What follows belongs to an exercise in optimizing a design on an open flow for small area; a production flow would make more cautious choices.
In this exercise RTL edits were held to simulation tests only and were not proved equivalent to the original.
The clock cells of runs 2 to 4 come from the design's own scripts or RTL, not from TritonCTS.
The clock port is modelled as an ideal driver, which makes a skipped or thinned clock tree look cheaper than it is; a real chip needs a root buffer or a tree.
Power is estimated from default activity; no workload was simulated.

[design/flow/flow/run.sh]
#!/bin/bash
# Own layout flow: the standard synthesis, then an area-only re-mapping of the
# combinational logic between the (untouched) registers, then the standard
# ORFS layout with minimum-size port buffers and a clock tree of clkbuf_8.
# Each tool's output goes to a log file of its own in the work folder.
set -euo pipefail
W=$(pwd)
R=$W/orfs/results/${FLOW_PLATFORM:-sky130hd}/nunchuk_driver_top/base
export LIB=$FLOW_HOME/platforms/sky130hd/lib/sky130_fd_sc_hd__tt_025C_1v80.lib

# 1. standard synthesis (unchanged)
bash standard.sh synth > $W/run_synth.log 2>&1

# 2. re-map the combinational logic for area, registers kept as they are
cp $R/1_2_yosys.v $W/std_synth.v
export REMAP_IN=$W/std_synth.v REMAP_OUT=$W/remap.v REMAP_ABC=$W/flow/remap.abc
yosys -c $W/flow/remap.tcl > $W/run_remap.log 2>&1
# 2b. flip-flop inputs of the form "reset over a 2:1 mux" as one a22o cell
python3 $W/flow/fixmux.py $W/remap.v $W/remap_mux.v > $W/run_fixmux.log 2>&1
cp $W/remap_mux.v $R/1_2_yosys.v
rm -f $R/1_synth.odb $R/1_synth.sdc

# 3. the rest of the standard layout; one tie cell per constant value
export SKIP_REPAIR_TIE_FANOUT=1
export BUFFER_PORTS_ARGS="-buffer_cell sky130_fd_sc_hd__buf_1"
export CTS_ARGS="-sink_clustering_enable -repair_clock_nets -buf_list sky130_fd_sc_hd__clkbuf_8 -dont_use_dummy_load"
bash standard.sh > $W/run_layout.log 2>&1
[design/flow/flow/fixmux.py]
#!/usr/bin/env python3
"""Rewrite "nor2(rst, o22ai(a, ~l, b, l))" (a flip-flop input that is a
synchronous reset over a 2:1 mux) as "a22o(a, l & ~rst, b, ~l & ~rst)",
sharing the two select terms between all such muxes with the same select.
usage: fixmux.py in.v out.v"""
import re, sys, collections

src = open(sys.argv[1]).read()
cell_re = re.compile(r'^(\s*)(sky130_fd_sc_hd__\w+)\s+(\S+)\s*\((.*?)\);\n', re.S | re.M)
cells = []
for m in cell_re.finditer(src):
    pins = dict((k, v.strip()) for k, v in re.findall(r'\.(\w+)\(([^()]*)\)', m.group(4)))
    cells.append(dict(m=m, type=m.group(2), name=m.group(3), pins=pins))
OUT = ('Y', 'X', 'Q', 'Q_N', 'HI', 'LO', 'SUM', 'COUT')
drv, fan = {}, collections.Counter()
for c in cells:
    for p, n in c['pins'].items():
        if p in OUT:
            drv[n] = c
        else:
            fan[n] += 1
for port in re.findall(r'^\s*output\s+(?:\[[^\]]*\]\s*)?(.*?);', src, re.M):
    pass  # outputs are never the internal nets matched below
RST = 'rst'
repl, sel_terms, new_cells = {}, {}, []
uid = [0]
def q(n):
    return n + ' ' if n.startswith('\\') else n
def newnet():
    uid[0] += 1
    return f'fixmux_n{uid[0]}'
def inv_of(n):
    c = drv.get(n)
    if c and c['type'] in ('sky130_fd_sc_hd__clkinv_1', 'sky130_fd_sc_hd__inv_1'):
        return c['pins']['A']
    return None
for c in cells:
    if c['type'] != 'sky130_fd_sc_hd__nor2_1':
        continue
    a, b = c['pins']['A'], c['pins']['B']
    x = b if a == RST else a if b == RST else None
    if x is None or fan[x] != 1 or x not in drv:
        continue
    o = drv[x]
    if o['type'] != 'sky130_fd_sc_hd__o22ai_1':
        continue
    p = o['pins']
    l = None
    if inv_of(p['A2']) == p['B2']:
        l, da, db = p['B2'], p['A1'], p['B1']
    elif inv_of(p['B2']) == p['A2']:
        l, da, db = p['A2'], p['B1'], p['A1']
    if l is None:
        continue
    if l not in sel_terms:
        t, k = newnet(), newnet()
        nl = p['A2'] if l == p['B2'] else p['B2']
        new_cells.append(f" sky130_fd_sc_hd__nor2_1 fixmux_t{len(sel_terms)} (.A({q(nl)}), .B({RST}), .Y({t}));\n")
        new_cells.append(f" sky130_fd_sc_hd__nor2_1 fixmux_k{len(sel_terms)} (.A({q(l)}), .B({RST}), .Y({k}));\n")
        sel_terms[l] = (t, k)
    t, k = sel_terms[l]
    y = c['pins']['Y']
    repl[c['name']] = f" sky130_fd_sc_hd__a22o_1 {q(c['name'])} (.A1({q(da)}), .A2({t}), .B1({q(db)}), .B2({k}), .X({q(y)}));\n"
    repl[o['name']] = ''
out, pos = [], 0
for c in cells:
    m = c['m']
    if c['name'] in repl:
        out.append(src[pos:m.start()])
        out.append(repl[c['name']])
        pos = m.end()
out.append(src[pos:])
res = ''.join(out)
wires = ''.join(f"  wire {n};\n" for t, k in sel_terms.values() for n in (t, k))
i = res.index('\n', res.index('module ')) + 1
# declarations must come before use: put wires after the port list
j = res.index(');', res.index('module ')) + 3
res = res[:j] + wires + res[j:]
k = res.rindex('endmodule')
res = res[:k] + ''.join(new_cells) + res[k:]
open(sys.argv[2], 'w').write(res)
print(f"fixmux: {len(repl) // 2} muxes rewritten, {len(sel_terms)} select(s)")
[design/flow/flow/remap.abc]
strash
dch -f
amap -F 4 -A 8
topo
strash
dch -f
amap -F 4 -A 8
topo
strash
dch -f
amap -F 4 -A 8
topo
strash
dch -f
amap -F 4 -A 8
topo
[design/flow/flow/remap.tcl]
# Re-map the combinational cells of the standard synthesis for area.
# Registers (flip-flop cells) are kept as they are (not flattened), so their names and
# cell types stay those of the standard synthesis.
yosys read_liberty -ignore_miss_func $::env(LIB)
yosys read_verilog $::env(REMAP_IN)
yosys hierarchy -top nunchuk_driver_top
yosys setattr -mod -set keep_hierarchy 1 sky130_fd_sc_hd__*df*
yosys flatten
yosys opt_clean -purge nunchuk_driver_top
set f [open $::env(LIB) r]
set text [read $f]
close $f
set dont_use {}
foreach {m name} [regexp -all -inline {cell\s*\(\s*"?([A-Za-z0-9_]+)"?\s*\)} $text] {
  if {[string match *probe* $name] || [string match *lpflow* $name]} {
    lappend dont_use -dont_use $name
  }
}
yosys abc -script $::env(REMAP_ABC) -liberty $::env(LIB) {*}$dont_use nunchuk_driver_top
yosys opt_clean -purge nunchuk_driver_top
# cell modules back to plain library cells
yosys delete sky130_fd_sc_hd__*
yosys read_liberty -lib -ignore_miss_func $::env(LIB)
yosys hilomap -singleton -hicell sky130_fd_sc_hd__conb_1 HI -locell sky130_fd_sc_hd__conb_1 LO nunchuk_driver_top
yosys insbuf -buf sky130_fd_sc_hd__buf_1 A X nunchuk_driver_top
yosys splitnets nunchuk_driver_top
yosys opt_clean -purge nunchuk_driver_top
yosys stat -liberty $::env(LIB)
yosys check -assert nunchuk_driver_top
yosys select -module nunchuk_driver_top
yosys write_verilog -selected -noattr -nohex -nodec $::env(REMAP_OUT)
[design/flow/standard.sh]
#!/bin/bash
# synth_recipe.tcl (not shown) runs the flow's synth.tcl, then flattens the netlist and writes it again
# the make line also repeats each setting of config.mk as NAME=value (left out here)
make -C /OpenROAD-flow-scripts/flow DESIGN_CONFIG=/design/flow/config.mk WORK_HOME=/design/flow/orfs CLKGATE_MAP_FILE= SYNTH_SCRIPT=/design/flow/synth_recipe.tcl "${@:-finish}"
[design/flow/config.mk]
export PLATFORM = sky130hd
export DESIGN_NAME = nunchuk_driver_top
export DESIGN_NICKNAME = nunchuk_driver_top
export VERILOG_FILES = /design/flow/design.v
export SDC_FILE = /design/flow/constraint.sdc
export NUM_CORES = 4
export LEC_CHECK = 0
export ABC_AREA = 1
export CAP_MARGIN = 20
export CORE_MARGIN = 2
export CORE_UTILIZATION = 40
export SLEW_MARGIN = 20
[design/flow/constraint.sdc]
create_clock -name core_clock -period 12.0 [get_ports {clk}]
set_input_delay 2.4000 -clock core_clock [delete_from_list [all_inputs] [get_ports {clk}]]
set_output_delay 2.4000 -clock core_clock [all_outputs]
set_load 0.01 [all_outputs]
[design/flow/design.v]
module nunchuk_driver_top(
	input clk,             
	input rst,             
	output scl,
	output sda_o,          
	output sda_oe,         
	input sda_i,           
	output [7:0] stick_x,
	output [7:0] stick_y,
	output [9:0] accel_x,
	output [9:0] accel_y,
	output [9:0] accel_z,
	output z,
	output c,
	output [47:0] segs
);
	localparam [6:0] X = 7'd64;
	reg [1:0] ph;
	reg [3:0] lo;
	reg [6:0] hi;
	reg jumped;
	reg [1:0] step;    
	reg failed;        
	reg [45:0] sh;     
	reg [45:0] dat;    
	wire s3 = (ph == 2'b10);
	wire s2 = (ph == 2'b11);
	wire rd = (step == 2'd3);
	wire ovr = (lo == 4'd15);
	wire ack = lo[3];
	wire [6:0] hp = rd ? 7'd8 : step[1] ? 7'd3 : 7'd4;
	wire at_p = (hi == hp);
	wire is_s = (hi == 7'd0) && ack;
	wire is_p = ovr || (at_p && lo == 4'd0);
	wire is_i = at_p && lo == 4'd1;
	wire is_w = !ovr && ((hi == 7'd1) || (!step[1] && (hi == 7'd2 || hi == 7'd3)) || (step == 2'd2 && hi == 7'd2));
	wire is_n = !ovr && rd && (hi == 7'd7);
	wire is_rd = !ovr && rd && (hi >= 7'd2 && hi <= 7'd7);
	wire jump = s3 && is_w && ack && failed && ((hi == 7'd1) || (!step[1] && hi == 7'd2));
	wire [3:0] wrap = ovr ? 4'd15 : (hi[6:1] == X[6:1] && jumped) ? 4'd11 :
	                  (hi[6:3] == 4'd0) ? 4'd8 : (hi[6] && hi[5]) ? 4'd6 : 4'd7;
	reg [7:0] wbyte;
	always_comb begin
		case ({step, hi[1:0], failed})
			5'b00_01_0, 5'b01_01_0, 5'b10_01_0: wbyte = 8'hA4;
			5'b11_01_0: wbyte = 8'hA5;
			5'b00_10_0, 5'b00_11_1: wbyte = 8'hF0;
			5'b01_10_0, 5'b01_11_1: wbyte = 8'hFB;
			5'b00_11_0: wbyte = 8'h55;
			default: wbyte = 8'h00;
		endcase
	end
	wire wbit = wbyte[~lo[2:0]];
	assign scl = (is_s || is_p || is_w || is_rd) && ph[0];
	assign sda_oe = is_s || is_p || (is_w && !ack) || (is_rd && ack);
	assign sda_o = is_s ? !ph[1] :
	               is_p ? ph[1] :
	               is_w ? wbit :
	               is_n;
	always @(posedge clk) begin
		if (rst) begin
			ph <= 2'b11;
			lo <= 4'd3;
			hi <= 7'd62;
			jumped <= 1'b0;
			step <= 2'd0;
			failed <= 1'b1;
			dat <= 46'd0;
		end else begin
			ph <= {ph[0], ~ph[1]};
			if (is_i && ph == 2'b01 && !failed && rd)
				dat <= sh;
			if (s3) begin
				if (jump) begin
					lo <= 4'd15;
					hi <= hi + 7'd1;
					jumped <= 1'b1;
				end else if (lo == wrap) begin
					lo <= 4'd0;
					hi <= hi + 7'd1;
					if (hi == X + 7'd1)
						jumped <= 1'b0;
				end else begin
					lo <= lo + 4'd1;
				end
				if (is_s)
					failed <= 1'b0;
				if (hi == X && lo == 4'd0 && !failed)
					step <= {step[1] | step[0], ~step[0]};
			end
		end
		if (is_w && ack && s2 && sda_i)
			failed <= 1'b1;
		if (is_rd && !ack && s2 && !(is_n && lo[2:1] == 2'b00))
			sh <= {sh[44:0], sda_i};
	end
	assign stick_x = dat[45:38];
	assign stick_y = dat[37:30];
	assign accel_x = {dat[29:22], dat[1:0]};
	assign accel_y = {dat[21:14], dat[5:4]};
	assign accel_z = {dat[13:6], dat[3:2]};
	assign z = ~dat[1];
	assign c = ~dat[0];
	function automatic [7:0] seg7(input [3:0] d);
		case (d)
			4'd0: seg7 = 8'b11000000;
			4'd1: seg7 = 8'b11111001;
			4'd2: seg7 = 8'b10100100;
			4'd3: seg7 = 8'b10110000;
			4'd4: seg7 = 8'b10011001;
			4'd5: seg7 = 8'b10010010;
			4'd6: seg7 = 8'b10000010;
			4'd7: seg7 = 8'b11111000;
			4'd8: seg7 = 8'b10000000;
			default: seg7 = 8'b10010000;
		endcase
	endfunction
	function automatic [9:0] bcd(input [7:0] v);
		reg [17:0] s;
		integer i;
		begin
			s = {10'd0, v};
			for (i = 0; i < 8; i = i + 1) begin
				if (s[11:8] >= 5) s[11:8] = s[11:8] + 3;
				if (s[15:12] >= 5) s[15:12] = s[15:12] + 3;
				s = s << 1;
			end
			bcd = s[17:8];
		end
	endfunction
	wire [9:0] bx = bcd(stick_x);
	wire [9:0] by = bcd(stick_y);
	assign segs = {seg7({2'b0, bx[9:8]}), seg7(bx[7:4]), seg7(bx[3:0]), seg7({2'b0, by[9:8]}), seg7(by[7:4]), seg7(by[3:0])};
endmodule
==> summary.txt, run 1 <==
Status
  – Status: finished clean

Power and ir drop
  – Comb power frac: 3.5%
  – Clock group share of total power: 29.6%
  – VDD IR max: 0.0537 mV
  – Lkg Pwr: 1.79 nW
  – P_int: 0.458 mW
  – Pwr per Cell Area: 109 mW/mm^2
  – Switching share of power: 20.9%
  – Sw Pwr: 0.121 mW
  – Seq pwr share: 66.9%

Logic synthesis
  – Syn Nets: 552
  – YS warnings: 1
  – Mapped Cells: 549
  – Syn Area/Cell: 8.79 um^2
  – Post-synthesis cell area: 0.00482 mm^2

Final layout
  – Layout Area Growth over Synthesis: 9.98%
  – Leading cell type in the layout, fill and taps excluded: buf_1
  – Antenna cells: 0
  – Layout cell share with drive strength beyond 1: 2.52%
  – Final Net Count: 601
  – Commonest cells after routing, fill and taps aside: buf_1 (93), nor2_1 (71), clkinv_1 (65)
  – Final instance area: 0.00531 mm^2
  – # fillers: 1187

Place
  – Routability Congestion: 0.880
  – Cell Area, Placed: 0.00518 mm^2
  – PortBufs: 93
  – HPWL after detailed placement: 7640 um

Timing
  – Hold_ws: 0.427 ns
  – RSZ-0062 raised after global routing: no
  – Final Hold Violating Endpoints: 0
  – Tmin final: 7.40 ns
  – Slew Limit Fails: 0
  – Final setup fails: 0
  – Worst Clk Skew: 0.0357 ns
  – Setup_tns: 0 ns
  – Final worst path period share: 61.6%
  – Worst slew pin tran: 0.778 ns
  – Max-slew headroom: 48.1%
  – F_max: 135 MHz

Drt
  – DR pass1 iterations: 4
  – # DRC: 0
  – Total Wirelength: 10600 um
  – Via/cell ratio: 5.29
  – DRT antenna net count: 0
  – DR iter-0 viols: 150
  – Via count: 3927
  – Routed WL per cell: 14.2 um

GRT
  – Grt ovf: 0
  – Largest net degree at the start of global routing: 36
  – Global-route wire length before repair: 17400 um
  – GRT Overall Usage: 16.5%
  – Number of global-route vias before repair: 3679
  – Initial antenna violation count: 0

Worst setup path
  – R2R Setup Slk: 8.01 ns
  – Worst Path Required: 9.60 ns
  – WP data arrival: 5.00 ns
  – Crit path capture type: output port
  – Worst Setup Start Kind: flop
  – Crit-path max FO: 5
  – CP startpoint: dat[43]$_SDFFE_PP0P_
  – Crit Reg-Reg Endpoint: hi[6]$_SDFFE_PP0P_
  – Worst r2r path cells: 15
  – Worst R2R Start: hi[5]$_SDFFE_PP1P_
  – Setup CP Type: reg -> out

Die
  – Die H: 114 um
  – Core region area: 0.0119 mm^2
  – Starting Density: 40.5%
  – Row count: 40
  – DIE WIDTH: 114 um
  – I/O pin total: 102
  – Die ar.: 0.0130 mm^2

Clock tree
  – TritonCTS buffer count: 9
  – CTS root buf: clkbuf_8
  – Clock Pin Slew Worst Setup and Hold Paths: 0.09 ns
  – H-tree levels: 3
  – Clk latency of the worst-skew pair: 0.36 ns
  – CTS sink cnt: 109
  – Setup Buffers After CTS: 0
  – Hold-fix buffers, CTS: 0
  – Clock tree from TritonCTS: yes
  – CTS max path bufs: 2
  – Post-CTS sizing: 0

Worst hold path
  – WHS Path Cells: 0
  – Worst min path class: reg -> reg
  – Min-Delay Endpoint: sh[34]$_DFFE_PP_
  – Min-delay src: sh[33]$_DFFE_PP_

Flow run
  – Max Cap Viol: 0
[critical path, cell delays in order (launching register included)]
cell and delay, ns:
dfxtp_1 0.35, o21ai_0 0.38, clkinv_1 0.23, o22ai_1 0.23, nand2_1 0.11, clkinv_1 0.06, o21ai_0 0.12, o21ai_0 0.26
nor2_1 0.10, clkinv_1 0.06, nand2_1 0.06, nand2_1 0.10, clkinv_1 0.13, nand2_1 0.08, o21ai_0 0.17, o21ai_0 0.23
nor2b_1 0.29, clkinv_1 0.18, o21ai_0 0.23, nand2_1 0.14, clkinv_1 0.09, nor2_1 0.05, a21oi_1 0.26, clkinv_1 0.17
nor2_1 0.21, nor2_1 0.08, nor2_1 0.11, buf_1 0.16
[registers in the layout (all words and copies together) (netlist names)]
| name | count |
|---|---|
| failed | 1 |
| lo | 4 |
| step | 2 |
| ph | 2 |
| jumped | 1 |
| dat | 46 |
| hi | 7 |
| sh | 46 |
[cell type report]
cell class / instances / area [um^2] / share of cell area, %
clock buffers: 9 / 124 / 2.33
inverters: 65 / 244 / 4.60
multi-input cells: 317 / 1740 / 32.8
flip-flops and latches: 109 / 2640 / 49.8
well taps: 147 / 184 / 3.47
repair buffers: 96 / 372 / 7.00
[metal layers]
| layer | global-route usage, % | wire [um] | vias to the layer above |
|---|---|---|---|
| met4 | 4.88 | 85 | 0 |
| met3 | 3.24 | 398 | 6 |
| met2 | 26.7 | 5010 | 79 |
| li1 | - | - | 1998 |
| met1 | 22.5 | 5090 | 1844 |
| met5 | 0 | 0 | - |
[how the worst max path moves through the flow]
stage | cells after the start | to
floorplan | 26 | segs[35]
global placement | 26 | segs[13]
detailed placement | 27 | segs[35]
CTS | 27 | segs[35]
global route | 27 | segs[32]
finish | 27 | segs[35]
[metrics by stage]
stage | power, mW | util, % | cells | setup slack (ns)
final | 0.579 | 44.5 | 743 | 4.60
after detailed placement | 0.416 | 43.5 | 734 | 4.99
after CTS | 0.585 | 44.5 | 743 | 4.60
after floorplan | 0.410 | - | 549 | 5.73
after global routing | 0.603 | 44.5 | 743 | 3.83
after global placement | 0.416 | 43.5 | 734 | 5.30
[power groups by stage]
stage | Clock (mW) | Combinational (mW) | Sequential [mW]
floorplan | 0 | 0.0148 | 0.395
CTS | 0.177 | 0.0203 | 0.387
global placement | 0 | 0.0198 | 0.396
global route | 0.192 | 0.0229 | 0.388
detailed placement | 0 | 0.0202 | 0.396
finish | 0.171 | 0.0202 | 0.388
==> run 2, diff against run 1 <==
--- a/design/flow/flow/run.sh
+++ b/design/flow/flow/run.sh
@@ -1,7 +1,7 @@
 #!/bin/bash
 # Own layout flow: the standard synthesis, then an area-only re-mapping of the
 # combinational logic between the (untouched) registers, then the standard
-# ORFS layout with minimum-size port buffers and a clock tree of clkbuf_8.
+# ORFS layout with minimum-size port buffers and a one-level clock tree.
 # Each tool's output goes to a log file of its own in the work folder.
 set -euo pipefail
 W=$(pwd)
@@ -23,5 +23,13 @@
 # 3. the rest of the standard layout; one tie cell per constant value
 export SKIP_REPAIR_TIE_FANOUT=1
 export BUFFER_PORTS_ARGS="-buffer_cell sky130_fd_sc_hd__buf_1"
-export CTS_ARGS="-sink_clustering_enable -repair_clock_nets -buf_list sky130_fd_sc_hd__clkbuf_8 -dont_use_dummy_load"
+bash standard.sh place > $W/run_place.log 2>&1
+
+# 4. clock tree: the clock port drives four clkbuf_16, each at the centre of
+# a quarter of the flip-flops (2 x 2 grid) and driving that quarter
+export MYCTS_RESULTS=$R MYCTS_LIB=$LIB MYCTS_PLATFORM_DIR=$FLOW_HOME/platforms/sky130hd
+export MYCTS_TREE=$W/flow/cts_tree.tcl MYCTS_GX=2 MYCTS_GY=2 MYCTS_BUF=sky130_fd_sc_hd__clkbuf_16
+openroad -no_init -exit $W/flow/cts.tcl > $W/run_cts.log 2>&1
+
+# 5. routing and the rest of the standard layout
 bash standard.sh > $W/run_layout.log 2>&1
==> design/flow/flow/cts.tcl (new file) <==
# Replacement for ORFS's CTS step: a one-level clock tree (cts_tree.tcl),
# then legal placement, written where ORFS's CTS step writes its results.
set R $::env(MYCTS_RESULTS)
read_liberty $::env(MYCTS_LIB)
read_db $R/3_place.odb
read_sdc $R/3_place.sdc
source $::env(MYCTS_PLATFORM_DIR)/setRC.tcl
source $::env(MYCTS_TREE)
set_placement_padding -global -left 0 -right 0
detailed_placement
check_placement -verbose
estimate_parasitics -placement
set_propagated_clock [all_clocks]
report_clock_skew
report_worst_slack -max
report_worst_slack -min
unset_propagated_clock [all_clocks]
write_db $R/4_1_cts.odb
write_sdc -no_timestamp $R/4_cts.sdc
==> design/flow/flow/cts_tree.tcl (new file) <==
# Manual clock tree: the clock port drives GX*GY buffers directly; each
# drives the flip-flops of one cell of a GX x GY grid over the flip-flops
# (columns of equal count by x, then rows of equal count by y), placed at
# the centre of its flip-flops.
set gx $::env(MYCTS_GX)
set gy $::env(MYCTS_GY)
set bufm $::env(MYCTS_BUF)
set block [ord::get_db_block]
set db [ord::get_db]
set clk_net [$block findNet clk]
set sinks {}
foreach it [$clk_net getITerms] {
  set inst [$it getInst]
  set bb [$inst getBBox]
  lappend sinks [list $it [expr {([$bb xMin] + [$bb xMax]) / 2}] [expr {([$bb yMin] + [$bb yMax]) / 2}]]
}
set n [llength $sinks]
puts "mytree: $n clock sinks"
set master [$db findMaster $bufm]
set src_net $clk_net
if {[info exists ::env(MYCTS_ROOT)] && $::env(MYCTS_ROOT) ne ""} {
  set sx 0; set sy 0
  foreach s $sinks { set sx [expr {$sx + [lindex $s 1]}]; set sy [expr {$sy + [lindex $s 2]}] }
  set rinst [odb::dbInst_create $block [$db findMaster $::env(MYCTS_ROOT)] "clkbuf_my_root"]
  set src_net [odb::dbNet_create $block "clknet_my_root"]
  $src_net setSigType CLOCK
  [$rinst findITerm A] connect $clk_net
  [$rinst findITerm X] connect $src_net
  $rinst setLocation [expr {$sx / $n}] [expr {$sy / $n}]
  $rinst setPlacementStatus PLACED
}
set sorted [lsort -integer -index 1 $sinks]
set k 0
for {set i 0} {$i < $gx} {incr i} {
  set col [lrange $sorted [expr {$i * $n / $gx}] [expr {($i + 1) * $n / $gx - 1}]]
  set col [lsort -integer -index 2 $col]
  set m [llength $col]
  for {set j 0} {$j < $gy} {incr j} {
    set grp [lrange $col [expr {$j * $m / $gy}] [expr {($j + 1) * $m / $gy - 1}]]
    set sx 0; set sy 0
    foreach s $grp { set sx [expr {$sx + [lindex $s 1]}]; set sy [expr {$sy + [lindex $s 2]}] }
    set cx [expr {$sx / [llength $grp]}]; set cy [expr {$sy / [llength $grp]}]
    set inst [odb::dbInst_create $block $master "clkbuf_my_$k"]
    set net [odb::dbNet_create $block "clknet_my_$k"]
    $net setSigType CLOCK
    [$inst findITerm A] connect $src_net
    [$inst findITerm X] connect $net
    foreach s $grp { set it [lindex $s 0]; $it disconnect; $it connect $net }
    $inst setLocation $cx $cy
    $inst setPlacementStatus PLACED
    puts "mytree: buffer $k at $cx $cy drives [llength $grp] sinks"
    incr k
  }
}
==> run 2 against run 1 <==
Synthesized area unchanged. Synthesized cell count unchanged. Clock skew decreased by 0.022 ns. Hold slack improved by 0.026 ns. Cell count decreased by 0.67%. Clock power decreased by 12%. First-iteration DRC count increased by 8.0%. Global-route usage decreased by 0.93 points. Total power decreased by 3.7%. Critical path type unchanged. Largest power group unchanged. Highest routed layer unchanged.
==> summary.txt, run 2 <==
Status
  – Status: finished clean

Worst setup path
  – Max stage delay cell, worst path: o21ai_0
  – WP data arrival: 4.82 ns (-0.18 ns)
  – Worst Path Required: 9.60 ns (about the same)
  – Gate family responsible for the most delay along the worst path: compound AO/OA/AOI/OAI gates
  – Worst Setup Start Kind: flop
  – Largest stage delay on the critical path: 0.38 ns (about the same)
  – Setup CP Type: reg -> out
  – Crit-path max FO: 5 (unchanged)
  – Sum of buffers and inverters on the critical path: 8 (unchanged)
  – Most frequent CP cell: clkinv_1
  – Crit path capture type: output port

Die
  – Core region area: 0.0119 mm^2 (unchanged)
  – Starting Density: 40.5% (unchanged)
  – Row count: 40 (unchanged)
  – Die H: 114 um (unchanged)
  – Die ar.: 0.0130 mm^2 (unchanged)
  – I/O pin total: 102 (unchanged)
  – DIE WIDTH: 114 um (unchanged)

Place
  – Routability Congestion: 0.880 (unchanged)
  – HPWL after detailed placement: 7640 um (unchanged)
  – PortBufs: 93 (unchanged)
  – Cell Area, Placed: 0.00518 mm^2 (unchanged)

Timing
  – F_max: 139 MHz (+2.5%)
  – Hold_ws: 0.453 ns (+0.0257 ns)
  – Final setup fails: 0 (unchanged)
  – Worst slew pin tran: 0.793 ns (+0.0148 ns)
  – Final Hold Violating Endpoints: 0 (unchanged)
  – Tmin final: 7.22 ns (-0.182 ns)
  – RSZ-0062 raised after global routing: no
  – Final worst path period share: 60.1% (-1.5 points)
  – Slew Limit Fails: 0 (unchanged)
  – Worst Clk Skew: 0.0136 ns (-0.0221 ns)
  – Max-slew headroom: 47.1% (-0.99 points)
  – Setup_tns: 0 ns (unchanged)

Drt
  – Via/cell ratio: 5.26 (-0.45%)
  – DR iter-0 viols: 162 (+8.0%)
  – Via count: 3883 (-1.1%)
  – DR pass1 iterations: 4 (unchanged)
  – DRT antenna net count: 0 (unchanged)
  – # DRC: 0 (unchanged)
  – Routed WL per cell: 14.3 um (+0.15%)
  – Total Wirelength: 10500 um (-0.52%)

Final layout
  – Top flop regs: dat: 46 flops, sh: 46 flops, hi: 7 flops
  – # fillers: 1185 (-0.17%)
  – Commonest cells after routing, fill and taps aside: buf_1 (93), nor2_1 (71), clkinv_1 (65)
  – Antenna cells: 0 (unchanged)
  – Final Net Count: 596 (-0.83%)
  – Layout cell share with drive strength beyond 1: 1.69% (-0.82 points)
  – Final instance area: 0.00528 mm^2 (-0.45%)
  – Layout Area Growth over Synthesis: 9.49%
  – Fin util: 44.3% (-0.20 points)
  – Leading cell type in the layout, fill and taps excluded: buf_1

Power and ir drop
  – VDD IR max: 0.0748 mV (+39%)
  – Lkg Pwr: 1.77 nW (-0.86%)
  – Pwr per Cell Area: 106 mW/mm^2 (-3.3%)

Logic synthesis
  – Post-synthesis cell area: 0.00482 mm^2 (unchanged)
  – Mapped Cells: 549 (unchanged)
  – Syn Area/Cell: 8.79 um^2 (unchanged)
  – YS warnings: 1 (unchanged)
  – Syn Nets: 552 (unchanged)

Flow run
  – Max Cap Viol: 0 (unchanged)

Clock tree
  – Clock Pin Slew Worst Setup and Hold Paths: 0.11 ns (+0.02 ns)
  – Clk latency of the worst-skew pair: 0.17 ns (-0.19 ns)

GRT
  – Initial antenna violation count: 0 (unchanged)
  – Global-route wire length before repair: 17200 um (-1.1%)
  – Largest net degree at the start of global routing: 36 (unchanged)
  – GRT Overall Usage: 15.6% (-0.93 points)
  – Number of global-route vias before repair: 3642 (-1.0%)
  – Grt ovf: 0 (unchanged)

Worst hold path
  – Worst min path class: reg -> reg
-- run 2: changes by cell type in the layout (fill, tap and decap cells not counted), sizes merged --
cell | previous run | this run
clkbuf | 9 | 4
-- run 2: layer usage --
metal	vias to the layer above	part of all wire, %	global-route usage (%)
li1	1992	-	-
met1	1816	48	22.1
met2	71	47	26.9
met3	4	3.8	1.43
met4	0	0.66	1.87
met5	-	0	0
-- run 2: per-stage QoR --
step           setup slack (ns)  total power [mW]  cells
2_1_floorplan              5.73             0.410    549
3_3_place_gp               5.30             0.416    734
3_5_place_dp               4.99             0.416    734
5_1_grt                    4.02             0.576    738
6_report                   4.78             0.558    738
-- run 2: path summary, 6_finish.rpt --
path | start | endpoint | slack, ns | cells after the start
worst max-delay path | dat[43]$_SDFFE_PP0P_ | segs[35] | 4.78 | 27
worst min register to register | sh[1]$_DFFE_PP_ | sh[2]$_DFFE_PP_ | 0.45 | 0
worst min-delay path | sh[1]$_DFFE_PP_ | sh[2]$_DFFE_PP_ | 0.45 | 0
worst max register to register | hi[4]$_SDFFE_PP1P_ | hi[6]$_SDFFE_PP0P_ | 7.99 | 15
-- run 2: final cells by class --
type | instances | area (um^2) | share of cell area [%]
multi-input cells | 317 | 1740 | 32.9
well taps | 147 | 184 | 3.48
repair buffers | 96 | 372 | 7.03
inverters | 65 | 244 | 4.62
plain buffers | 4 | 100 | 1.89
flip-flops and latches | 109 | 2640 | 50.0
-- run 2: where the power goes --
part	internal [mW]	leakage (nW)	total, mW	switching, mW
sequential	0.385	0.922	0.387	0.00261
combinational	0.00510	0.800	0.0202	0.0151
clock	0.0615	0.0493	0.150	0.0884
total	0.451	1.77	0.558	0.106
==> run 3, diff against run 2 <==
--- a/design/flow/flow/run.sh
+++ b/design/flow/flow/run.sh
@@ -13,8 +13,13 @@
 
 # 2. re-map the combinational logic for area, registers kept as they are
 cp $R/1_2_yosys.v $W/std_synth.v
+# (remap.abc ends with don't-care based resynthesis, mfs3; should ABC fail
+# on it, the plain mapping script remap_safe.abc is used instead)
 export REMAP_IN=$W/std_synth.v REMAP_OUT=$W/remap.v REMAP_ABC=$W/flow/remap.abc
-yosys -c $W/flow/remap.tcl > $W/run_remap.log 2>&1
+if ! yosys -c $W/flow/remap.tcl > $W/run_remap.log 2>&1; then
+  export REMAP_ABC=$W/flow/remap_safe.abc
+  yosys -c $W/flow/remap.tcl > $W/run_remap_safe.log 2>&1
+fi
 # 2b. flip-flop inputs of the form "reset over a 2:1 mux" as one a22o cell
 python3 $W/flow/fixmux.py $W/remap.v $W/remap_mux.v > $W/run_fixmux.log 2>&1
 cp $W/remap_mux.v $R/1_2_yosys.v
--- a/design/flow/flow/remap.abc
+++ b/design/flow/flow/remap.abc
@@ -14,3 +14,15 @@
 dch -f
 amap -F 4 -A 8
 topo
+mfs3 -aez -K 8 -H 6
+topo
+mfs3 -aez -K 8 -H 6
+topo
+mfs3 -aez -K 8 -H 6
+topo
+mfs3 -aez -K 8 -H 6
+topo
+mfs3 -aez -K 8 -H 6
+topo
+mfs3 -aez -K 8 -H 6
+topo
==> design/flow/flow/remap_safe.abc (new file) <==
strash
dch -f
amap -F 4 -A 8
topo
strash
dch -f
amap -F 4 -A 8
topo
strash
dch -f
amap -F 4 -A 8
topo
strash
dch -f
amap -F 4 -A 8
topo
==> run 3 against run 2 <==
Global-route usage down 0.65 points. Synthesized cell count down 4.9%. Synthesized area down 2.1%. Critical path type unchanged.
==> summary.txt, run 3 <==
GRT
  – Number of global-route vias before repair: 3410 (-6.4%)
  – Grt ovf: 0 (unchanged)
  – GRT Overall Usage: 14.9% (-0.65 points)
  – Initial antenna violation count: 0 (unchanged)
  – Largest net degree at the start of global routing: 47 (+31%)
  – Global-route wire length before repair: 16400 um (-4.8%)

Worst setup path
  – Crit path capture type: output port
  – Worst R2R Start: lo[1]$_SDFFE_PP1P_
  – Max stage delay cell, worst path: a21boi_0
  – WP data arrival: 5.22 ns (+0.40 ns)
  – R2R Setup Slk: 8.03 ns (+0.04 ns)
  – Crit-path max FO: 6 (+1)
  – Worst Path Required: 9.60 ns (about the same)
  – Largest stage delay on the critical path: 0.50 ns (+0.12 ns)
  – Worst Setup Start Kind: flop
  – CP startpoint: dat[44]$_SDFFE_PP0P_
  – Setup CP Type: reg -> out

Power and ir drop
  – Switching share of power: 19.4% (+0.38 points)
  – Lkg Pwr: 1.79 nW (+1.0%)
  – VDD IR max: 0.0625 mV (-16%)
  – Pwr per Cell Area: 108 mW/mm^2 (+2.7%)
  – P_int: 0.452 mW (+0.16%)
  – Comb power frac: 3.8% (+0.2 points)
  – Clock group share of total power: 27.1% (+0.2 points)
  – Sw Pwr: 0.109 mW (+2.6%)
  – Seq pwr share: 69.1% (-0.4 points)
  – Total power: 0.561 mW (+0.63%)

Final layout
  – Commonest cells after routing, fill and taps aside: buf_1 (93), nor2_1 (65), dfxtp_1 (63)
  – Layout cell share with drive strength beyond 1: 1.77% (+0.081 points)
  – Final Net Count: 569 (-4.5%)
  – Fin util: 45.2% (+0.80 points)
  – Layout Area Growth over Synthesis: 9.59% (about the same)
  – Leading cell type in the layout, fill and taps excluded: buf_1
  – Top flop regs: dat: 46 flops, sh: 46 flops, hi: 7 flops
  – Antenna cells: 0 (unchanged)

Drt
  – DR pass1 iterations: 4 (unchanged)
  – Routed WL per cell: 14.0 um (-1.7%)
  – DRT antenna net count: 0 (unchanged)
  – Total Wirelength: 9910 um (-5.9%)
  – # DRC: 0 (unchanged)
  – Via/cell ratio: 5.22 (-0.72%)
  – DR iter-0 viols: 159 (-1.9%)
  – Via count: 3693 (-4.9%)

Timing
  – Final worst path period share: 63.5% (+3.3 points)
  – Hold_ws: 0.450 ns (-0.00301 ns)
  – Tmin final: 7.62 ns (+0.402 ns)
  – Final setup fails: 0 (unchanged)
  – Worst Clk Skew: 0.00945 ns (-0.00419 ns)
  – F_max: 131 MHz (-5.3%)
  – Slew Limit Fails: 0 (unchanged)
  – Worst slew pin tran: 0.662 ns (-0.131 ns)
  – Setup_tns: 0 ns (unchanged)
  – Max-slew headroom: 55.6% (+8.5 points)
  – Final worst setup slack: 4.38 ns (-0.402 ns)
  – RSZ-0062 raised after global routing: no
  – Final Hold Violating Endpoints: 0 (unchanged)

Place
  – HPWL after detailed placement: 6920 um (-9.4%)
  – Dpl ws: 4.61 ns (-0.384 ns)
  – Routability Congestion: 0.889 (+1.0%)
  – PortBufs: 93 (unchanged)

Logic synthesis
  – Syn Nets: 525 (-4.9%)
  – YS warnings: 1 (unchanged)
  – Post-synthesis cell area: 0.00472 mm^2 (-2.1%)
  – Mapped Cells: 522 (-4.9%)
  – Syn Area/Cell: 9.05 um^2 (+3.0%)

Die
  – I/O pin total: 102 (unchanged)
  – Row count: 39 (-2.5%)
  – Core region area: 0.0115 mm^2 (-3.7%)
  – Starting Density: 41.2% (+0.70 points)
  – Die ar.: 0.0127 mm^2 (-2.0%)
  – DIE WIDTH: 113 um (-1.0%)
  – Die H: 113 um (-1.0%)

Clock tree
  – Clock Pin Slew Worst Setup and Hold Paths: 0.11 ns (about the same)
  – Clk latency of the worst-skew pair: 0.16 ns (about the same)

Flow run
  – Max Cap Viol: 0 (unchanged)

Status
  – Status: finished clean

Worst hold path
  – Worst min path class: reg -> reg
  – Min-delay src: sh[33]$_DFFE_PP_
-- run 3: final cells by class --
class | count | area [um^2]
fill | 1089 | 6290
sequential | 109 | 2640
multi-input combinational | 311 | 1720
timing repair buffer | 96 | 372
tap | 143 | 179
inverter | 44 | 165
buffer | 4 | 100
-- run 3: power by group through the flow --
stage	combinational, mW	clock [mW]	sequential [mW]
6_report	0.0211	0.152	0.388
5_1_grt	0.0237	0.166	0.388
3_5_place_dp	0.0207	0	0.396
3_3_place_gp	0.0201	0	0.396
2_1_floorplan	0.0155	0	0.396
-- run 3: critical path, delay by kind of cell (launching register included) --
family          cells  cell delay [ns]
simple gates       11             1.34
buf+inv             4             0.50
compound gates     12             2.61
flops               1             0.35
xor+xnor            1             0.23
-- run 3: path summary, 6_finish.rpt --
| path | endpoint | cells after the start |
|---|---|---|
| worst min register to register | sh[34]$_DFFE_PP_ | 0 |
| worst min-delay path | sh[34]$_DFFE_PP_ | 0 |
| worst max-delay path | segs[30] | 28 |
| worst max register to register | hi[6]$_SDFFE_PP0P_ | 17 |
-- run 3: per-layer routing --
| metal | up-vias | routed length [um] | GRT usage [%] |
|---|---|---|---|
| met4 | 0 | 114 | 1.79 |
| met3 | 8 | 364 | 1.03 |
| met1 | 1713 | 4780 | 21.3 |
| met2 | 76 | 4650 | 25.8 |
| li1 | 1896 | - | - |
| met5 | - | 0 | 0 |
-- run 3: stage by stage --
| stage | cell area, um^2 | instances |
|---|---|---|
| floorplan | 4720 | 522 |
| global placement | 5080 | 703 |
| detailed placement | 5080 | 703 |
| global route | 5180 | 707 |
| finish | 5180 | 707 |
==> run 4, diff against run 3 <==
--- a/design/flow/flow/run.sh
+++ b/design/flow/flow/run.sh
@@ -20,8 +20,9 @@
   export REMAP_ABC=$W/flow/remap_safe.abc
   yosys -c $W/flow/remap.tcl > $W/run_remap_safe.log 2>&1
 fi
-# 2b. flip-flop inputs of the form "reset over a 2:1 mux" as one a22o cell
-python3 $W/flow/fixmux.py $W/remap.v $W/remap_mux.v > $W/run_fixmux.log 2>&1
+# 2b. flip-flop inputs of the form "reset over a 2:1 mux" as one a22o cell,
+# with a pair of select terms per 12 such inputs
+FIXMUX_CHUNK=12 python3 $W/flow/fixmux.py $W/remap.v $W/remap_mux.v > $W/run_fixmux.log 2>&1
 cp $W/remap_mux.v $R/1_2_yosys.v
 rm -f $R/1_synth.odb $R/1_synth.sdc
 
--- a/design/flow/flow/fixmux.py
+++ b/design/flow/flow/fixmux.py
@@ -1,5 +1,6 @@
 #!/usr/bin/env python3
-"""Rewrite "nor2(rst, o22ai(a, ~l, b, l))" (a flip-flop input that is a
+"""Rewrite "nor2(rst, o22ai(a, ~l, b, l))" and "a21oi(~b, ~l, o21ai(a, ~l, ~rst))"
+(each a flip-flop input that is a
 synchronous reset over a 2:1 mux) as "a22o(a, l & ~rst, b, ~l & ~rst)",
 sharing the two select terms between all such muxes with the same select.
 usage: fixmux.py in.v out.v"""
@@ -22,7 +23,15 @@
 for port in re.findall(r'^\s*output\s+(?:\[[^\]]*\]\s*)?(.*?);', src, re.M):
     pass  # outputs are never the internal nets matched below
 RST = 'rst'
+import os
+CHUNK = int(os.environ.get('FIXMUX_CHUNK', '1000'))
 repl, sel_terms, new_cells = {}, {}, []
+uses = collections.Counter()
+def key_of(l):
+    # a fresh pair of select terms every CHUNK muxes, to keep their fanout low
+    n = uses[l]
+    uses[l] += 1
+    return (l, n // CHUNK)
 uid = [0]
 def q(n):
     return n + ' ' if n.startswith('\\') else n
@@ -52,15 +61,56 @@
         l, da, db = p['A2'], p['B1'], p['A1']
     if l is None:
         continue
-    if l not in sel_terms:
+    kk = key_of(l)
+    if kk not in sel_terms:
         t, k = newnet(), newnet()
         nl = p['A2'] if l == p['B2'] else p['B2']
         new_cells.append(f" sky130_fd_sc_hd__nor2_1 fixmux_t{len(sel_terms)} (.A({q(nl)}), .B({RST}), .Y({t}));\n")
         new_cells.append(f" sky130_fd_sc_hd__nor2_1 fixmux_k{len(sel_terms)} (.A({q(l)}), .B({RST}), .Y({k}));\n")
-        sel_terms[l] = (t, k)
-    t, k = sel_terms[l]
+        sel_terms[kk] = (t, k)
+    t, k = sel_terms[kk]
     y = c['pins']['Y']
-    repl[c['name']] = f" sky130_fd_sc_hd__a22o_1 {q(c['name'])} (.A1({q(da)}), .A2({t}), .B1({q(db)}), .B2({k}), .X({q(y)}));\n"
+    repl[c['name']] = f" sky130_fd_sc_hd__a22o_1 fixmux_m{len(repl)} (.A1({q(da)}), .A2({t}), .B1({q(db)}), .B2({k}), .X({q(y)}));\n"
+    repl[o['name']] = ''
+# pattern 2: a21oi(~d, s, o21ai(a, s, ~rst)) = ~rst & (s ? d : a)
+for c in cells:
+    if c['type'] != 'sky130_fd_sc_hd__a21oi_1' or c['name'] in repl:
+        continue
+    x = c['pins']['B1']
+    if fan[x] != 1 or x not in drv:
+        continue
+    o = drv[x]
+    if o['type'] != 'sky130_fd_sc_hd__o21ai_0' or o['name'] in repl:
+        continue
+    if inv_of(o['pins']['B1']) != RST:
+        continue
+    a1, a2 = c['pins']['A1'], c['pins']['A2']
+    found = None
+    for sel, nd in ((a2, a1), (a1, a2)):
+        d = inv_of(nd)
+        if d is None:
+            continue
+        if o['pins']['A2'] == sel:
+            found = (sel, d, o['pins']['A1'])
+        elif o['pins']['A1'] == sel:
+            found = (sel, d, o['pins']['A2'])
+        if found:
+            break
+    if not found:
+        continue
+    sel, d, a = found
+    l = inv_of(sel)          # l = ~sel: l = 1 takes a, l = 0 keeps d
+    if l is None:
+        continue
+    kk = key_of(l)
+    if kk not in sel_terms:
+        t, k = newnet(), newnet()
+        new_cells.append(f" sky130_fd_sc_hd__nor2_1 fixmux_t{len(sel_terms)} (.A({q(sel)}), .B({RST}), .Y({t}));\n")
+        new_cells.append(f" sky130_fd_sc_hd__nor2_1 fixmux_k{len(sel_terms)} (.A({q(l)}), .B({RST}), .Y({k}));\n")
+        sel_terms[kk] = (t, k)
+    t, k = sel_terms[kk]
+    y = c['pins']['Y']
+    repl[c['name']] = f" sky130_fd_sc_hd__a22o_1 fixmux_m{len(repl)} (.A1({q(a)}), .A2({t}), .B1({q(d)}), .B2({k}), .X({q(y)}));\n"
     repl[o['name']] = ''
 out, pos = [], 0
 for c in cells:
==> run 4 against run 3 <==
Flip-flop and latch count unchanged. Die area increased by 0.18%. Maximum frequency barely moved. Wire length up 3.2%. Synthesized area grew 0.19%. First-iteration DRC count rose by 34%. Sequential power is essentially flat. Setup slack better by 0.0047 ns.
==> summary.txt, run 4 <==
Die
  – Starting Density: 41.3% (+0.076 points)
  – Core region area: 0.0115 mm^2 (unchanged)
  – Die H: 113 um (about the same)
  – I/O pin total: 102 (unchanged)
  – DIE WIDTH: 113 um (about the same)
  – Row count: 39 (unchanged)
  – Die ar.: 0.0127 mm^2 (+0.18%)

Final layout
  – Top flop regs: dat: 46 flops, sh: 46 flops, hi: 7 flops
  – Fin cells: 700 (-0.99%)
  – Antenna cells: 0 (unchanged)
  – Final Net Count: 562 (-1.2%)
  – Leading cell type in the layout, fill and taps excluded: buf_1
  – Layout cell share with drive strength beyond 1: 1.08% (-0.70 points)
  – Commonest cells after routing, fill and taps aside: buf_1 (93), nor2_1 (73), dfxtp_1 (63)
  – Fin util: 45.1% (-0.098 points)
  – # fillers: 1112 (+2.1%)
  – Layout Area Growth over Synthesis: 9.15%

Logic synthesis
  – Mapped Cells: 517 (-0.96%)
  – YS warnings: 1 (unchanged)
  – Syn Nets: 520 (-0.95%)
  – Syn Area/Cell: 9.16 um^2 (+1.2%)
  – Post-synthesis cell area: 0.00473 mm^2 (+0.19%)

Timing
  – F_max: 131 MHz (about the same)
  – Worst Clk Skew: 0.00954 ns (+0.0000924 ns)
  – Tmin final: 7.61 ns (-0.00466 ns)
  – Worst slew pin tran: 1.02 ns (+0.355 ns)
  – RSZ-0062 raised after global routing: no
  – Slew Limit Fails: 0 (unchanged)
  – Final worst path period share: 63.4% (about the same)
  – Final setup fails: 0 (unchanged)
  – Hold_ws: 0.451 ns (+0.000410 ns)
  – Final Hold Violating Endpoints: 0 (unchanged)
  – Setup_tns: 0 ns (unchanged)
  – Max-slew headroom: 31.9% (-24 points)

Worst setup path
  – R2R Setup Slk: 8.04 ns (about the same)
  – Worst Setup Start Kind: flop
  – WP data arrival: 5.21 ns (about the same)
  – Most frequent CP cell: o21ai_0
  – Setup CP Type: reg -> out
  – Crit-path max FO: 6 (unchanged)
  – Max stage delay cell, worst path: a21boi_0
  – Crit path capture type: output port
  – Worst R2R Start: lo[1]$_SDFFE_PP1P_
  – Worst Path Required: 9.60 ns (about the same)
  – CP startpoint: dat[43]$_SDFFE_PP0P_
  – Largest stage delay on the critical path: 0.48 ns (-0.02 ns)

Power and ir drop
  – VDD IR max: 0.0826 mV (+32%)
  – Lkg Pwr: 1.80 nW (+0.43%)
  – Pwr per Cell Area: 108 mW/mm^2 (-0.40%)
  – Total power: 0.558 mW (-0.62%)

GRT
  – Gr busiest metal: met2
  – Initial antenna violation count: 0 (unchanged)
  – Number of global-route vias before repair: 3451 (+1.2%)
  – GRT Overall Usage: 15.4% (+0.47 points)
  – GR Util met1: 22.0% (+0.69 points)
  – Largest net degree at the start of global routing: 47 (unchanged)
  – M2 GR Usage: 26.5% (+0.64 points)
  – Met3 Usage GRT: 1.18% (+0.15 points)
  – Global-route wire length before repair: 16800 um (+2.3%)
  – Grt ovf: 0 (unchanged)

Clock tree
  – Clk latency of the worst-skew pair: 0.16 ns (about the same)
  – Clock Pin Slew Worst Setup and Hold Paths: 0.10 ns (about the same)

Drt
  – Routed WL per cell: 14.6 um (+4.3%)
  – DRT antenna net count: 0 (unchanged)
  – Via/cell ratio: 5.34 (+2.2%)
  – DR iter-0 viols: 213 (+34%)
  – DR pass1 iterations: 5 (+1)
  – Via count: 3736 (+1.2%)
  – # DRC: 0 (unchanged)
  – Total Wirelength: 10200 um (+3.2%)

Status
  – Status: finished clean

Place
  – Placed cells: 696 (-1.0%)
  – Routability Congestion: 0.902 (+1.5%)
  – PortBufs: 93 (unchanged)
  – HPWL after detailed placement: 7430 um (+7.3%)

Worst hold path
  – Min-delay src: sh[14]$_DFFE_PP_
  – Worst min path class: reg -> reg

Flow run
  – Max Cap Viol: 0 (unchanged)
## run 4: through the flow
| stage | setup WS [ns] | cell area (um^2) |
|---|---|---|
| 2_1_floorplan | 5.32 | 4730 |
| 3_3_place_gp | 4.85 | 5070 |
| 3_5_place_dp | 4.57 | 5070 |
| 5_1_grt | 3.44 | 5170 |
| 6_report | 4.39 | 5170 |
## run 4: layout make-up
class | instances | area (um^2) | share of cell area (%)
Inverter | 44 | 165 | 3.20
Tap cell | 143 | 179 | 3.46
Multi-Input combinational cell | 306 | 1720 | 33.3
Sequential cell | 109 | 2640 | 51.2
Buffer | 4 | 100 | 1.94
Timing Repair Buffer | 94 | 357 | 6.90
## run 4: metal layers
metal	part of all wire, %	wire [um]
met4	1.2	127
met5	0	0
met1	48	4960
met2	45	4600
met3	5.3	543
## run 4: worst paths after layout
path | cells past startpoint | end
worst min register to register | 0 | sh[15]$_DFFE_PP_
worst min-delay path | 0 | sh[15]$_DFFE_PP_
worst max register to register | 17 | hi[6]$_SDFFE_PP0P_
worst max-delay path | 28 | segs[27]
## run 4: critical path, delay by kind of cell (launching register included)
family / cells / cell delay, ns
xor+xnor: 1 / 0.23
flops: 1 / 0.36
simple gates: 14 / 1.83
buf+inv: 4 / 0.49
compound gates: 9 / 2.13
## run 4: where the power goes
part,internal (mW),leakage [nW],switching (mW),total [mW]
combinational,0.00511,0.826,0.0153,0.0204
clock,0.0615,0.0493,0.0877,0.149
sequential,0.385,0.922,0.00305,0.388
total,0.452,1.80,0.106,0.558

[what the ideal ports hide]
The flow's constraints put no driver on any port. The routed layouts listed below were extracted and timed again, unchanged, in two steps.
Step 1 assumes that a clkbuf_16 drives the clock port and a buf_2 every other input.
Step 2 times the ports against the registers' clock, not the clock port: input delays grow and output delays shrink by t, the midpoint of the rising clock arrivals with the driver on.
Slacks: no drivers / after step 1 / after step 2; pairs: no drivers / after step 1.
run	t, ns	setup WS [ns]	worst setup path after step 2	cell pins on the clock port's net
run 1	0.378	4.603 / 4.570 / 4.948	register to output	1
run 2	0.245	4.785 / 4.703 / 4.948	register to output	4
run 3	0.242	4.383 / 4.302 / 4.544	register to output	4
run 4	0.232	4.388 / 4.315 / 4.547	register to output	4
After both steps setup and hold are still met in every run listed.
